Background: an optimization exercise with open tools, aiming at small area. Do not read the settings as production practice. The RTL was checked by simulation tests, not by an equivalence proof against the original design. Power and IR drop assume default switching activity.

--- flow/run.sh ---
#!/bin/bash
# synth_recipe.tcl (not shown) runs the flow's synth.tcl, then flattens the netlist and writes it again
# the make line also repeats each setting of config.mk as NAME=value (left out here)
make -C /OpenROAD-flow-scripts/flow DESIGN_CONFIG=/design/flow/config.mk WORK_HOME=/design/flow/orfs CLKGATE_MAP_FILE= SYNTH_SCRIPT=/design/flow/synth_recipe.tcl finish
--- flow/config.mk ---
export PLATFORM = sky130hd
export DESIGN_NAME = vending_machine
export DESIGN_NICKNAME = vending_machine
export VERILOG_FILES = /design/flow/design.v
export SDC_FILE = /design/flow/constraint.sdc
export NUM_CORES = 4
export LEC_CHECK = 0
export CAP_MARGIN = 20
export CORE_MARGIN = 2
export CORE_UTILIZATION = 40
export SLEW_MARGIN = 20
--- flow/constraint.sdc ---
create_clock -name core_clock -period 10.0 [get_ports {CLK}]
set_input_delay 2.0000 -clock core_clock [delete_from_list [all_inputs] [get_ports {CLK}]]
set_output_delay 2.0000 -clock core_clock [all_outputs]
set_load 0.01 [all_outputs]
--- flow/design.v ---
module vending_machine(input CLK,
		       input RESET,
		       input RELOAD,
		       input CARD_IN,
		       input [3:0] ITEM_CODE,
		       input KEY_PRESS,
		       input VALID_TRAN,
		       input DOOR_OPEN,
		       output reg VEND,
		       output reg INVALID_SEL,
		       output reg [2:0] COST,
		       output reg FAILED_TRAN
		       );
   reg [3:0] 		      current_state;
   reg [3:0] 		      next_state; 		      
   reg [3:0] 		      counters [19:0];
   reg [3:0] 		      num1;
   reg [3:0] 		      num2; 		      
   reg 			      DOOR_CYCLED;
   reg 			      DOOR_OPENED;
   reg 			      INVALID_SEL_DETECT;
   reg 			      CODE1_STORED;
   reg 			      CODE2_STORED;			      
   parameter IDLE = 4'd0;
   parameter RELOADING = 4'd1;
   parameter CODE1 = 4'd2;
   parameter CODE2 = 4'd3;
   parameter TRANSACT = 4'd4;
   parameter VENDING = 4'd5;
   parameter RESETTING = 4'd6;
   reg [2:0] 		      TIMER;
   reg 			      TIMEOUT;
   reg [3:0] 		      timer_state;			      
   reg [4:0] 		      index;
   reg 			      decremented;
   reg [8:0] 		      tmp; 
   always@ (posedge CLK) begin
      if (RESET) begin
	 current_state <= RESETTING;
	 TIMER <= 0;
	 TIMEOUT <= 0;
      end else begin
	 TIMER <= TIMER + 3'b1;
	 if (next_state != current_state) begin
	    TIMER <= 0;
	    TIMEOUT <= 0;
	 end else if (TIMER + 3'b1 == 3'd5) begin
	    TIMEOUT <= 1;
	 end
	 current_state <= next_state;
      end
   end
   always @(*) begin
     case(current_state)
       RESETTING: begin
	  if (RESET)
	    next_state = RESET;
	  else
	    next_state = IDLE;
       end
       IDLE: begin
	  if (RELOAD) begin
	     next_state = RELOADING;
	  end
	  else if (CARD_IN)
	    next_state = CODE1;
	  else
	    next_state = IDLE;
       end
       RELOADING: begin
	  next_state = RELOADING;
	  if (!RELOAD)
	    next_state = IDLE;
       end
       CODE1: begin
	  if (CODE1_STORED) begin
	     next_state = CODE2;
	  end
	  else if (!KEY_PRESS && TIMEOUT)
	    next_state = IDLE;
	  else
	    next_state = CODE1;
       end
       CODE2: begin
	  if (CODE2_STORED) begin
	     next_state = TRANSACT;
	  end
	  else if (!KEY_PRESS && TIMEOUT)
	    next_state = IDLE;
	  else
	    next_state = CODE2;
       end
       TRANSACT: begin
	  if (INVALID_SEL || (!VALID_TRAN && TIMEOUT))
	    next_state = IDLE;
	  else if (VALID_TRAN) begin
	     next_state = VENDING;
	  end else
	    next_state = TRANSACT;
       end
       VENDING: begin
	  if (DOOR_OPEN) begin
	     next_state = VENDING;
	  end else if (DOOR_CYCLED) begin
	     next_state = IDLE;
	  end else if (TIMEOUT)
	    next_state = IDLE;
	  else
	    next_state = VENDING;
       end
       default: begin
	  next_state = IDLE;
       end
     endcase  
   end
   always @(*) begin
      VEND = 0;
      INVALID_SEL = 0;
      FAILED_TRAN = 0;
      COST = 0;
      DOOR_CYCLED = 0;
      case (current_state)
	CODE1: begin
	   if (!KEY_PRESS && TIMEOUT)
	     INVALID_SEL = 1'b1;
	end
	CODE2: begin
	   if (!KEY_PRESS && TIMEOUT)
	     INVALID_SEL = 1'b1;
	end
	TRANSACT: begin
	   if (INVALID_SEL_DETECT)
	     INVALID_SEL = 1'b1;
	   else if (!VALID_TRAN && TIMEOUT)
	     FAILED_TRAN = 1'b1;
	   else begin
	      COST = find_cost(num1, num2);
	   end
	end
	VENDING: begin
	   VEND = 1'b1;
	   if (!DOOR_OPEN && TIMEOUT)
	     VEND = 0;
	   COST = find_cost(num1, num2);
	end
      endcase  
      if (DOOR_OPENED && (DOOR_OPEN == 0))
	DOOR_CYCLED = 1'b1;
   end
   integer 		      i;
   always @(posedge CLK) begin
      case (current_state)
	RESETTING: begin
	   for(i=0; i<=19; i=i+1) begin
	      counters[i] <= 0;
	   end
	end
	IDLE: begin
	   DOOR_OPENED <= 0;
	   decremented <= 0;
	   INVALID_SEL_DETECT <= 0;
	   CODE1_STORED <= 0;
	   CODE2_STORED <= 0;
	end
	RELOADING: begin
	   for(i=0; i<=19; i=i+1) begin
	      counters[i] <= 4'd10;   
	   end
	end
	CODE1: begin
	   if (KEY_PRESS) begin
	      num1 <= ITEM_CODE;
 	      if ((ITEM_CODE != 4'd0) && (ITEM_CODE != 4'd1)) begin
		 INVALID_SEL_DETECT <= 1'b1;
	      end
	      CODE1_STORED <= 1'b1;
	   end
	end
	CODE2: begin
	   if (KEY_PRESS) begin
	      num2 <= ITEM_CODE;
	      tmp = num1*10;
	      index <= ITEM_CODE + tmp[4:0];
	      if (ITEM_CODE > 4'd9) begin
		 INVALID_SEL_DETECT <= 1'b1;
	      end else if (counters[ITEM_CODE + tmp[4:0]] == 0) begin
		 INVALID_SEL_DETECT <= 1'b1;
	      end
	      CODE2_STORED <= 1'b1;
	   end
	end
	VENDING: begin
	   if (!decremented) begin
	      counters[index] <= counters[index] - 1'b1;
	      decremented <= 1'b1;
	   end
	   if (DOOR_OPEN == 1'b1)
	     DOOR_OPENED <= 1'b1;
	end
      endcase  
   end
   function [2:0] find_cost (input [3:0] num1, num2);
      begin
	 if (num1 == 4'd0) begin
	    if ((num2 >= 4'd0) && (num2 <= 4'd3))
	      find_cost = 3'd1;
	    else if ((num2 >= 4'd4) && (num2 <= 4'd7))
	      find_cost = 3'd2;
	    else
	      find_cost = 3'd3;
	 end
	 else begin  
	    if ((num2 >= 4'd0) && (num2 <= 4'd1))
	      find_cost = 3'd3;
	    else if ((num2 >= 4'd2) && (num2 <= 4'd5))
	      find_cost = 3'd4;
	    else if ((num2 >= 4'd6) && (num2 <= 4'd7))
	      find_cost = 3'd5;
	    else
	      find_cost = 3'd6;
	 end
      end
   endfunction  
endmodule  
==> summary.txt <==
metrics by stage:
stage | setup slack, ns | hold slack, ns | instances | area (sq um)
finish | 4.234 | 0.4524 | 931 | 8848
global route | 4.150 | 0.4794 | 931 | 8848
CTS | 4.246 | 0.4550 | 931 | 8848
detailed placement | 4.244 | 0.4400 | 899 | 8282
global placement | 4.264 | 0.4283 | 899 | 8282
floorplan | 5.275 | 0.4173 | 651 | 7895
layout by cell type, fill, tap and decap left out, types with 4 or more instances in the layout:
| cell type | Yosys | layout |
|---|---|---|
| nand3_1 | 16 | 16 |
| o211ai_1 | 8 | 8 |
| a211oi_1 | 4 | 4 |
| nor2b_1 | 7 | 7 |
| clkinvlp_4 | 0 | 5 |
| nor3_1 | 9 | 9 |
| or4b_2 | 14 | 14 |
| and3_1 | 5 | 5 |
| dfxtp_1 | 12 | 12 |
| a22oi_1 | 8 | 8 |
| nand2_1 | 65 | 65 |
| o221ai_1 | 8 | 8 |
| o31ai_1 | 11 | 11 |
| buf_4 | 1 | 9 |
| o2111ai_1 | 7 | 7 |
| edfxtp_1 | 145 | 145 |
| nor4_1 | 5 | 4 |
| nand2b_1 | 4 | 4 |
| mux2i_1 | 22 | 22 |
| clkdlybuf4s50_1 | 0 | 16 |
| nor2_1 | 82 | 82 |
| a21oi_1 | 19 | 19 |
| o22ai_1 | 8 | 8 |
| mux4_2 | 26 | 26 |
| inv_1 | 21 | 21 |
| or4_1 | 24 | 24 |
| clkbuf_16 | 0 | 17 |
| o21ai_0 | 29 | 29 |
| xor2_1 | 4 | 4 |
| ha_1 | 7 | 7 |
kinds of logic after synthesis:
group | Yosys count | share of synthesized area [%]
muxes | 52 | 10.92
and+or+nand+nor | 247 | 15.74
buffers and inverters | 65 | 3.360
adders and majority gates | 8 | 1.363
xor gates and xnor gates | 7 | 0.7766
AOI/OAI and AO/OA | 115 | 9.652
DFF | 157 | 58.19
power by group:
group          internal (mW)  switching (mW)  total (mW)
clock                  0.347           0.269       0.616
combinational         0.0739           0.161       0.235
sequential             0.786          0.0334       0.819
total                   1.21           0.464        1.67
worst min path at each step:
| stage | slack, ns | depth (start not counted) | to | start |
|---|---|---|---|---|
| 2_1_floorplan | 0.42 | 1 | TIMER[0] | TIMER[0] |
| 3_3_place_gp | 0.43 | 1 | TIMER[0] | TIMER[0] |
| 3_5_place_dp | 0.44 | 1 | TIMER[0] | TIMER[0] |
| 4_1_cts | 0.45 | 1 | TIMER[0] | TIMER[0] |
| 5_1_grt | 0.48 | 1 | TIMER[0] | TIMER[0] |
| 6_report | 0.45 | 1 | TIMER[0] | TIMER[0] |
sequential cells by signal, indices dropped and copies added (netlist names), named ones only:
| name | count |
|---|---|
| DOOR_OPENED | 1 |
| num2 | 4 |
| TIMEOUT | 1 |
| counters | 128 |
| decremented | 1 |
| INVALID_SEL_DETECT | 1 |
| TIMER | 3 |
| CODE1_STORED | 1 |
| CODE2_STORED | 1 |
| index | 4 |
| num1 | 4 |
| current_state | 3 |
cell type report:
class,count,area share (%)
flip-flops and latches,157,51.92
multi-input cells,429,34.38
clock buffers,18,4.850
well taps,265,3.747
repair buffers,25,2.574
clock inverters,14,1.555
inverters,23,0.9757
metal layers:
layer / share of wire [%] / wire length, um / vias up
met4: 1.8 / 361 / 0
met5: 0 / 0 / -
li1: - / - / 2508
met3: 6.7 / 1357 / 26
met2: 49 / 9978 / 246
met1: 42 / 8623 / 2816
critical path, delay by kind of cell:
family                 cells  cell delay, ns
and+or+nand+nor            4            0.74
buffers and inverters      2            1.03
==> summary.txt <==
The run finished with no timing, DRC or antenna violations. The effective utilization at floorplan came out at between 40% and 50%. The count of buffers from port buffering is 16. Global routing used 34.00% of the available met2 tracks.

The total power per unit cell area came out at about 190 nW/um^2. The multi-input gate area in the final layout is 3042 sq um. TritonCTS built the clock tree. Setup repair after global routing left no endpoint under its margin. The number of enable-type register cells in the synthesized netlist is 145.

The first routing iteration left 599 violations. The maximum clock frequency is 0.1734 GHz. The post-DP HPWL came out at about 14000 um. The sequential cell area fraction in the yosys report came out at approximately three fifths. The final max-slew violation count was 0.

0 antenna diodes ended up in the layout. Global routing used 20.92% of the available tracks. The most used flip-flop cell after synthesis is edfxtp_1. The most common cell in the synthesized netlist is edfxtp_1. In this run the worst path has a maximum fanout of 3. For the pin with the worst max-slew slack, the measured transition is around 1.1 ns. The global-route track usage on met1 is 28.05%. The number of CTS-inserted buffers is 17. The startpoint type of the worst setup path is an input port. The number of rows in the core area is slightly above 50. The clock net sink count is roughly 160.

The share of the clock period used by the worst path came out at 57.66%. The highest ir drop seen on vdd came out at 0.0001417 V. The critical path arrival is 3.77 ns. For this run, global-route usage on met3 was measured as under 10%.

The leftover overflow at the end of global routing came out at 0. The tree is rooted in a clkbuf_16. The first-pass iteration count of the detailed router is 5. The headroom to the max-slew limit is 26.98%.

The area of the die came out at 20880 sq um. The critical path class is input port to output pin. The number of buffers on the longest clock path is 2. The depth of the worst register-to-register path is 9. The post-route netlist has a little over an eighth of its cells at a drive strength greater than 1. The delay of the slowest cell on the worst path is 0.56 ns. The highest-delay cell along the critical path is clkdlybuf4s50_1. The commonest cells after synthesis are edfxtp_1, nor2_1, nand2_1.

The number of buffers inserted by hold repair at cts came out at 0. For the final routed database, the setup TNS stands at 0 ns. Setup violations remaining at the end of the flow were counted as 0. The share of flip-flops with an asynchronous set or reset came out at 0%. The mean area per synthesized cell is 12.13 sq um. The slack of the worst reg-to-reg path is about 5.3 ns.

The detailed-route via count came out at 5596. The fill cell total of the finished layout came out at 1797. The shortest clock period the worst path allows after layout is between 5 and 6 ns. The max-cap check violation count is 0. Dividing the detail-routed via count by the number of cells gives between 6 and 7. The clock latency at the later pin of the worst-skew pair is 0.43 ns. The initial antenna violation count is 0. The worst register-to-register path ends at counters[28][1]. The global routing's busiest layer is met2.

The post-detailed-route DRC marker count came out at 0. Following the worst setup path forward leads to its endpoint at COST[2]. The worst hold path belongs to the class flip-flop to flip-flop. The top-level I/O count is 17.

The final setup skew came out at 0.01197 ns. The first global-routing pass estimated around 32000 um of wire. The area growth from synthesis to final layout is 12.08%. The largest total area in the synthesized netlist belongs to edfxtp_1. The horizontal die dimension came out at 144.5 um. The post-CTS setup buffer count came out at 0. The per-cell routed wire length came out at 21.83 um.

The warning count from the yosys run is 1. The final net count came out at around 670. In this run, synthesis produced a sequential element count of approximately 160.

The hold violation total from the final report is 0. Counting stages on the worst path, the most repeated cell is clkdlybuf4s50_1. The fraction of post-synthesis cell area in the top cell type by area is a little under three fifths. The number of levels in the clock H-tree came out at 4. The data required time of the worst path came out at roughly 8 ns. The most critical setup path has its startpoint at VALID_TRAN. The post-synthesis cell area came out at 7895 sq um. In this run the remaining antenna-violating nets after routing total 0. Entering global routing, the biggest net connects 37 pins. Once the clock tree was built, the resizer swapped 0 gates to a different size.

The clock-pin slew on the worst setup and hold paths is 0.06 ns. From bottom edge to top edge, the die measures roughly 140 um. Yosys mapped the design onto 55 distinct sky130hd cell types. The signal on the critical path passes through clkdlybuf4s50_1 > nand2b_1 > nand4b_1 > and2_1 > nor3_1 > clkdlybuf4s50_1.

The standard cell core area came out at 19400 sq um. The last weighted congestion value of the routability-driven placer came out at 0.8989. STA classifies the critical path endpoint as an output pin. The via count of the first global-routing pass came to 5555. The post-synthesis net count is 670. The leakage power total is 3.073 nW.

The utilization after layout came out at between 40% and 50%. Sorting the synthesized cells by area gives the leading types as edfxtp_1, mux4_2, nor2_1, nand2_1, dfxtp_1. The area occupied by registers is 4594 sq um.

The post-synthesis instance total came out at 651. The overall power consumption is about 1.7 mW. The routed design has 20320 um of wire.

static timing again, ports no longer ideal:
No port has a modelled driver above. Below, the same layout with a new extraction and two added sets of constraints. Step 1: set_driving_cell puts a clkbuf_16 on CLK and a buf_2 on each other input, an assumption about the parent block. Step 2 moves the port delays by t, midway between the first and last clock arrival at a register: inputs arrive t later, outputs are due t later. That takes back most of the time a late clock gives input paths. Slacks: ideal ports / drivers / drivers and shift; pairs: ideal ports / drivers.
t (ns): 0.469
slack for setup (ns): 4.234 / 4.213 / 4.213
worst setup path at the end: input to output
worst slew at a driven data input, ns: 0.03
After both steps this run still meets setup and hold. The setup slack of this run moves by -0.021 ns with the drivers and by -0.021 ns with both steps.
